What follows belongs to an exercise in optimizing a design on an open flow for small area and a short achievable clock period; a production flow would make more cautious choices.
Where RTL was checked, it was by simulation tests only, not by an equivalence proof against the original.

==> flow/design.v <==
`timescale 1ns / 1ps
module Cordic_Machine(clock_pulse, reset, x_input, y_input, z_input, x_output, y_output, z_output, flag);
	input clock_pulse;
	input reset;  
	input signed [24:0] x_input;
	input signed [24:0] y_input;
	input signed [24:0] z_input;
	output signed [24:0] x_output;
	output signed [24:0] y_output;
	output signed [24:0] z_output;
	output flag;
	reg signed [24:0] x, y, z;
	reg [4:0] k, kyn;
	wire [4:0] kx = k;
	wire [4:0] ky = ~kyn;
	reg load;  
	wire [31:0] kdec = 32'd1 << k;
	wire [24:0] atan;
	assign atan[0] = |(kdec & 32'h000a2ff0);
	assign atan[1] = |(kdec & 32'h00051794);
	assign atan[2] = |(kdec & 32'h00028bec);
	assign atan[3] = |(kdec & 32'h000145c4);
	assign atan[4] = |(kdec & 32'h0000a2e0);
	assign atan[5] = |(kdec & 32'h00005160);
	assign atan[6] = |(kdec & 32'h000028bc);
	assign atan[7] = |(kdec & 32'h00001454);
	assign atan[8] = |(kdec & 32'h00000a22);
	assign atan[9] = |(kdec & 32'h00000514);
	assign atan[10] = |(kdec & 32'h0000028c);
	assign atan[11] = |(kdec & 32'h00000146);
	assign atan[12] = |(kdec & 32'h000000a6);
	assign atan[13] = |(kdec & 32'h00000056);
	assign atan[14] = |(kdec & 32'h0000002c);
	assign atan[15] = |(kdec & 32'h00000012);
	assign atan[16] = |(kdec & 32'h00000008);
	assign atan[17] = |(kdec & 32'h00000004);
	assign atan[18] = |(kdec & 32'h00000002);
	assign atan[19] = |(kdec & 32'h00000001);
	assign atan[20] = 1'b0;
	assign atan[21] = 1'b0;
	assign atan[22] = 1'b0;
	assign atan[23] = 1'b0;
	assign atan[24] = 1'b0;
	reg cx, cy;    
	wire [24:0] xi = x ^ {25{cx}};
	wire [24:0] yi = y ^ {25{cy}};
	wire fx = cx ^ (x[24] & ~load);
	wire fy = cy ^ (y[24] & ~load);
	wire signed [25:0] xe = {fx, xi};
	wire signed [25:0] ye = {fy, yi};
	wire signed [25:0] xsh = xe >>> kx;
	wire signed [25:0] ysh = ye >>> ky;
	wire [24:0] xa = load ? x_input : x;
	wire [24:0] ya = load ? y_input : y;
	wire [24:0] za = load ? z_input : z;
	wire [24:0] xn, yn, zn;
	bk_add25 ax (.a(xa), .b(ysh[24:0]), .ci(cy), .s(xn));
	bk_add25 ay (.a(ya), .b(xsh[24:0]), .ci(cx), .s(yn));
	bk_add25 az (.a(za), .b(atan ^ {25{cy}}), .ci(cy), .s(zn));
	always @(posedge clock_pulse) begin
		if (reset) begin
			k <= 5'd31;
			kyn <= 5'd0;
			load <= 1'b1;
			cx <= 1'b0;
			cy <= 1'b0;
		end else begin
			cx <= zn[24] & (k != 5'd20);
			cy <= ~zn[24] & (k != 5'd20);
			k <= (k == 5'd20) ? 5'd31 : k + 5'd1;
			kyn <= (kyn == 5'd11) ? 5'd0 : kyn - 5'd1;
			load <= (k == 5'd20);
		end
		x <= xn;
		y <= yn;
		z <= zn;
	end
	assign flag = (k == 5'd20);
	assign x_output = x;
	assign y_output = y;
	assign z_output = z;
endmodule
module bk_add25(a, b, ci, s);
	input [24:0] a, b;
	input ci;
	output [24:0] s;
	wire [25:0] g0 = {a & b, ci};
	wire [25:0] p0 = {a ^ b, 1'b0};
	wire g_0_1 = g0[1] | (p0[1] & g0[0]);
	wire p_0_1 = p0[1] & p0[0];
	wire g_0_3 = g0[3] | (p0[3] & g0[2]);
	wire p_0_3 = p0[3] & p0[2];
	wire g_0_5 = g0[5] | (p0[5] & g0[4]);
	wire p_0_5 = p0[5] & p0[4];
	wire g_0_7 = g0[7] | (p0[7] & g0[6]);
	wire p_0_7 = p0[7] & p0[6];
	wire g_0_9 = g0[9] | (p0[9] & g0[8]);
	wire p_0_9 = p0[9] & p0[8];
	wire g_0_11 = g0[11] | (p0[11] & g0[10]);
	wire p_0_11 = p0[11] & p0[10];
	wire g_0_13 = g0[13] | (p0[13] & g0[12]);
	wire p_0_13 = p0[13] & p0[12];
	wire g_0_15 = g0[15] | (p0[15] & g0[14]);
	wire p_0_15 = p0[15] & p0[14];
	wire g_0_17 = g0[17] | (p0[17] & g0[16]);
	wire p_0_17 = p0[17] & p0[16];
	wire g_0_19 = g0[19] | (p0[19] & g0[18]);
	wire p_0_19 = p0[19] & p0[18];
	wire g_0_21 = g0[21] | (p0[21] & g0[20]);
	wire p_0_21 = p0[21] & p0[20];
	wire g_0_23 = g0[23] | (p0[23] & g0[22]);
	wire p_0_23 = p0[23] & p0[22];
	wire g_0_25 = g0[25] | (p0[25] & g0[24]);
	wire p_0_25 = p0[25] & p0[24];
	wire g_1_2 = g0[2] | (p0[2] & g_0_1);
	wire p_1_2 = p0[2] & p_0_1;
	wire g_1_3 = g_0_3 | (p_0_3 & g_0_1);
	wire p_1_3 = p_0_3 & p_0_1;
	wire g_1_6 = g0[6] | (p0[6] & g_0_5);
	wire p_1_6 = p0[6] & p_0_5;
	wire g_1_7 = g_0_7 | (p_0_7 & g_0_5);
	wire p_1_7 = p_0_7 & p_0_5;
	wire g_1_10 = g0[10] | (p0[10] & g_0_9);
	wire p_1_10 = p0[10] & p_0_9;
	wire g_1_11 = g_0_11 | (p_0_11 & g_0_9);
	wire p_1_11 = p_0_11 & p_0_9;
	wire g_1_14 = g0[14] | (p0[14] & g_0_13);
	wire p_1_14 = p0[14] & p_0_13;
	wire g_1_15 = g_0_15 | (p_0_15 & g_0_13);
	wire p_1_15 = p_0_15 & p_0_13;
	wire g_1_18 = g0[18] | (p0[18] & g_0_17);
	wire p_1_18 = p0[18] & p_0_17;
	wire g_1_19 = g_0_19 | (p_0_19 & g_0_17);
	wire p_1_19 = p_0_19 & p_0_17;
	wire g_1_22 = g0[22] | (p0[22] & g_0_21);
	wire p_1_22 = p0[22] & p_0_21;
	wire g_1_23 = g_0_23 | (p_0_23 & g_0_21);
	wire p_1_23 = p_0_23 & p_0_21;
	wire g_2_4 = g0[4] | (p0[4] & g_1_3);
	wire p_2_4 = p0[4] & p_1_3;
	wire g_2_5 = g_0_5 | (p_0_5 & g_1_3);
	wire p_2_5 = p_0_5 & p_1_3;
	wire g_2_6 = g_1_6 | (p_1_6 & g_1_3);
	wire p_2_6 = p_1_6 & p_1_3;
	wire g_2_7 = g_1_7 | (p_1_7 & g_1_3);
	wire p_2_7 = p_1_7 & p_1_3;
	wire g_2_12 = g0[12] | (p0[12] & g_1_11);
	wire p_2_12 = p0[12] & p_1_11;
	wire g_2_13 = g_0_13 | (p_0_13 & g_1_11);
	wire p_2_13 = p_0_13 & p_1_11;
	wire g_2_14 = g_1_14 | (p_1_14 & g_1_11);
	wire p_2_14 = p_1_14 & p_1_11;
	wire g_2_15 = g_1_15 | (p_1_15 & g_1_11);
	wire p_2_15 = p_1_15 & p_1_11;
	wire g_2_20 = g0[20] | (p0[20] & g_1_19);
	wire p_2_20 = p0[20] & p_1_19;
	wire g_2_21 = g_0_21 | (p_0_21 & g_1_19);
	wire p_2_21 = p_0_21 & p_1_19;
	wire g_2_22 = g_1_22 | (p_1_22 & g_1_19);
	wire p_2_22 = p_1_22 & p_1_19;
	wire g_2_23 = g_1_23 | (p_1_23 & g_1_19);
	wire p_2_23 = p_1_23 & p_1_19;
	wire g_3_8 = g0[8] | (p0[8] & g_2_7);
	wire p_3_8 = p0[8] & p_2_7;
	wire g_3_9 = g_0_9 | (p_0_9 & g_2_7);
	wire p_3_9 = p_0_9 & p_2_7;
	wire g_3_10 = g_1_10 | (p_1_10 & g_2_7);
	wire p_3_10 = p_1_10 & p_2_7;
	wire g_3_11 = g_1_11 | (p_1_11 & g_2_7);
	wire p_3_11 = p_1_11 & p_2_7;
	wire g_3_12 = g_2_12 | (p_2_12 & g_2_7);
	wire p_3_12 = p_2_12 & p_2_7;
	wire g_3_13 = g_2_13 | (p_2_13 & g_2_7);
	wire p_3_13 = p_2_13 & p_2_7;
	wire g_3_14 = g_2_14 | (p_2_14 & g_2_7);
	wire p_3_14 = p_2_14 & p_2_7;
	wire g_3_15 = g_2_15 | (p_2_15 & g_2_7);
	wire p_3_15 = p_2_15 & p_2_7;
	wire g_3_24 = g0[24] | (p0[24] & g_2_23);
	wire p_3_24 = p0[24] & p_2_23;
	wire g_3_25 = g_0_25 | (p_0_25 & g_2_23);
	wire p_3_25 = p_0_25 & p_2_23;
	wire g_4_16 = g0[16] | (p0[16] & g_3_15);
	wire p_4_16 = p0[16] & p_3_15;
	wire g_4_17 = g_0_17 | (p_0_17 & g_3_15);
	wire p_4_17 = p_0_17 & p_3_15;
	wire g_4_18 = g_1_18 | (p_1_18 & g_3_15);
	wire p_4_18 = p_1_18 & p_3_15;
	wire g_4_19 = g_1_19 | (p_1_19 & g_3_15);
	wire p_4_19 = p_1_19 & p_3_15;
	wire g_4_20 = g_2_20 | (p_2_20 & g_3_15);
	wire p_4_20 = p_2_20 & p_3_15;
	wire g_4_21 = g_2_21 | (p_2_21 & g_3_15);
	wire p_4_21 = p_2_21 & p_3_15;
	wire g_4_22 = g_2_22 | (p_2_22 & g_3_15);
	wire p_4_22 = p_2_22 & p_3_15;
	wire g_4_23 = g_2_23 | (p_2_23 & g_3_15);
	wire p_4_23 = p_2_23 & p_3_15;
	wire g_4_24 = g_3_24 | (p_3_24 & g_3_15);
	wire p_4_24 = p_3_24 & p_3_15;
	wire g_4_25 = g_3_25 | (p_3_25 & g_3_15);
	wire p_4_25 = p_3_25 & p_3_15;
	assign s = p0[25:1] ^ {g_4_24, g_4_23, g_4_22, g_4_21, g_4_20, g_4_19, g_4_18, g_4_17, g_4_16, g_3_15, g_3_14, g_3_13, g_3_12, g_3_11, g_3_10, g_3_9, g_3_8, g_2_7, g_2_6, g_2_5, g_2_4, g_1_3, g_1_2, g_0_1, g0[0]};
endmodule
==> flow/config.mk <==
export PLATFORM = sky130hd
export DESIGN_NAME = Cordic_Machine
export DESIGN_NICKNAME = Cordic_Machine
export VERILOG_FILES = /design/flow/design.v
export SDC_FILE = /design/flow/constraint.sdc
export NUM_CORES = 4
export LEC_CHECK = 0
export CAP_MARGIN = 20
export CORE_MARGIN = 2
export CORE_UTILIZATION = 60
export SETUP_SLACK_MARGIN = 2.0
export SLEW_MARGIN = 20
==> flow/constraint.sdc <==
create_clock -name core_clock -period 6.0 [get_ports {clock_pulse}]
set_input_delay 1.2000 -clock core_clock [delete_from_list [all_inputs] [get_ports {clock_pulse}]]
set_output_delay 1.2000 -clock core_clock [all_outputs]
set_load 0.01 [all_outputs]
standard.sh (not shown) runs the stock make flow with config.mk's settings and CLKGATE_MAP_FILE= SYNTH_SCRIPT=/design/flow/synth_recipe.tcl, a recipe that flattens the netlist after the stock synthesis.
==> flow/flow/run.sh <==
#!/bin/bash
# Standard layout, with the port buffers made of the smallest buffer cell.
export BUFFER_PORTS_ARGS="-buffer_cell sky130_fd_sc_hd__buf_1"
export CTS_ARGS="-sink_clustering_enable -repair_clock_nets -buf_list {sky130_fd_sc_hd__clkbuf_4 sky130_fd_sc_hd__clkbuf_8} -dont_use_dummy_load"
bash standard.sh > standard.log 2>&1
Edit:
--- a/flow/design.v
+++ b/flow/design.v
@@ -8,12 +8,12 @@
 	output signed [24:0] x_output;
 	output signed [24:0] y_output;
 	output signed [24:0] z_output;
 	output flag;
 	reg signed [24:0] x, y, z;
-	reg [4:0] k, kyn;
-	wire [4:0] kx = k;
+	reg [4:0] k;
+	reg [4:0] kx, kyn;
 	wire [4:0] ky = ~kyn;
 	reg load;  
 	wire [31:0] kdec = 32'd1 << k;
 	wire [24:0] atan;
 	assign atan[0] = |(kdec & 32'h000a2ff0);
@@ -39,37 +39,37 @@
 	assign atan[20] = 1'b0;
 	assign atan[21] = 1'b0;
 	assign atan[22] = 1'b0;
 	assign atan[23] = 1'b0;
 	assign atan[24] = 1'b0;
-	reg cx, cy;    
-	wire [24:0] xi = x ^ {25{cx}};
-	wire [24:0] yi = y ^ {25{cy}};
-	wire fx = cx ^ (x[24] & ~load);
-	wire fy = cy ^ (y[24] & ~load);
+	wire neg = z[24];
+	wire [24:0] mx = {25{neg}};    
+	wire [24:0] my = {25{~neg}};   
+	wire [24:0] xi = x ^ mx;
+	wire [24:0] yi = y ^ my;
+	wire fx = mx[0] ^ (x[24] & ~load);
+	wire fy = my[0] ^ (y[24] & ~load);
 	wire signed [25:0] xe = {fx, xi};
 	wire signed [25:0] ye = {fy, yi};
 	wire signed [25:0] xsh = xe >>> kx;
 	wire signed [25:0] ysh = ye >>> ky;
 	wire [24:0] xa = load ? x_input : x;
 	wire [24:0] ya = load ? y_input : y;
 	wire [24:0] za = load ? z_input : z;
 	wire [24:0] xn, yn, zn;
-	bk_add25 ax (.a(xa), .b(ysh[24:0]), .ci(cy), .s(xn));
-	bk_add25 ay (.a(ya), .b(xsh[24:0]), .ci(cx), .s(yn));
-	bk_add25 az (.a(za), .b(atan ^ {25{cy}}), .ci(cy), .s(zn));
+	bk_add25 ax (.a(xa), .b(ysh[24:0]), .ci(~neg), .s(xn));
+	bk_add25 ay (.a(ya), .b(xsh[24:0]), .ci(neg), .s(yn));
+	bk_add25 az (.a(za), .b(atan ^ {25{~neg}}), .ci(~neg), .s(zn));
 	always @(posedge clock_pulse) begin
 		if (reset) begin
 			k <= 5'd31;
+			kx <= 5'd31;
 			kyn <= 5'd0;
 			load <= 1'b1;
-			cx <= 1'b0;
-			cy <= 1'b0;
 		end else begin
-			cx <= zn[24] & (k != 5'd20);
-			cy <= ~zn[24] & (k != 5'd20);
 			k <= (k == 5'd20) ? 5'd31 : k + 5'd1;
+			kx <= (kx == 5'd20) ? 5'd31 : kx + 5'd1;
 			kyn <= (kyn == 5'd11) ? 5'd0 : kyn - 5'd1;
 			load <= (k == 5'd20);
 		end
 		x <= xn;
 		y <= yn;
The changed run went through all stages and came out clean.
Global-route usage is about the same.
Wire length rises slightly.
Cell area came out lower by a few percent.
Sequential cell count went up by 3.
Fmax rises slightly.
Utilization decreases by 3.6 points.
Sequential share of layout area grows by 0.87 points.
Function not checked in the first run of this note: the RTL went through the layout flow alone.

## static timing again, ports no longer ideal
The results above use ideal ports. As a check the final layouts listed here were re-extracted and re-timed, cells and wires unchanged. Step 1 sets driving cells, clkbuf_16 on the clock port and buf_2 on the other inputs (assumed; they add their load-dependent delay and slew). Step 2 adds t to the input delays and takes it off the output delays; t is the mean of the earliest and latest rising clock arrival at the registers after step 1. Input paths then give back, and output paths get back, about the clock's delay inside the block. a / b / c = ideal ports / drivers / drivers and shift; a / b = the first two.
run	t, ns	setup WS [ns]	worst setup path at the end	clock arrival spread, ns	pins driven straight from the clock port
the first run	0.424	1.845 / 1.845 / 1.845	register to register	0.031 / 0.031	1
the second run	0.420	1.900 / 1.900 / 1.900	register to register	0.034 / 0.034	1
After both steps setup and hold are still met in every run listed.
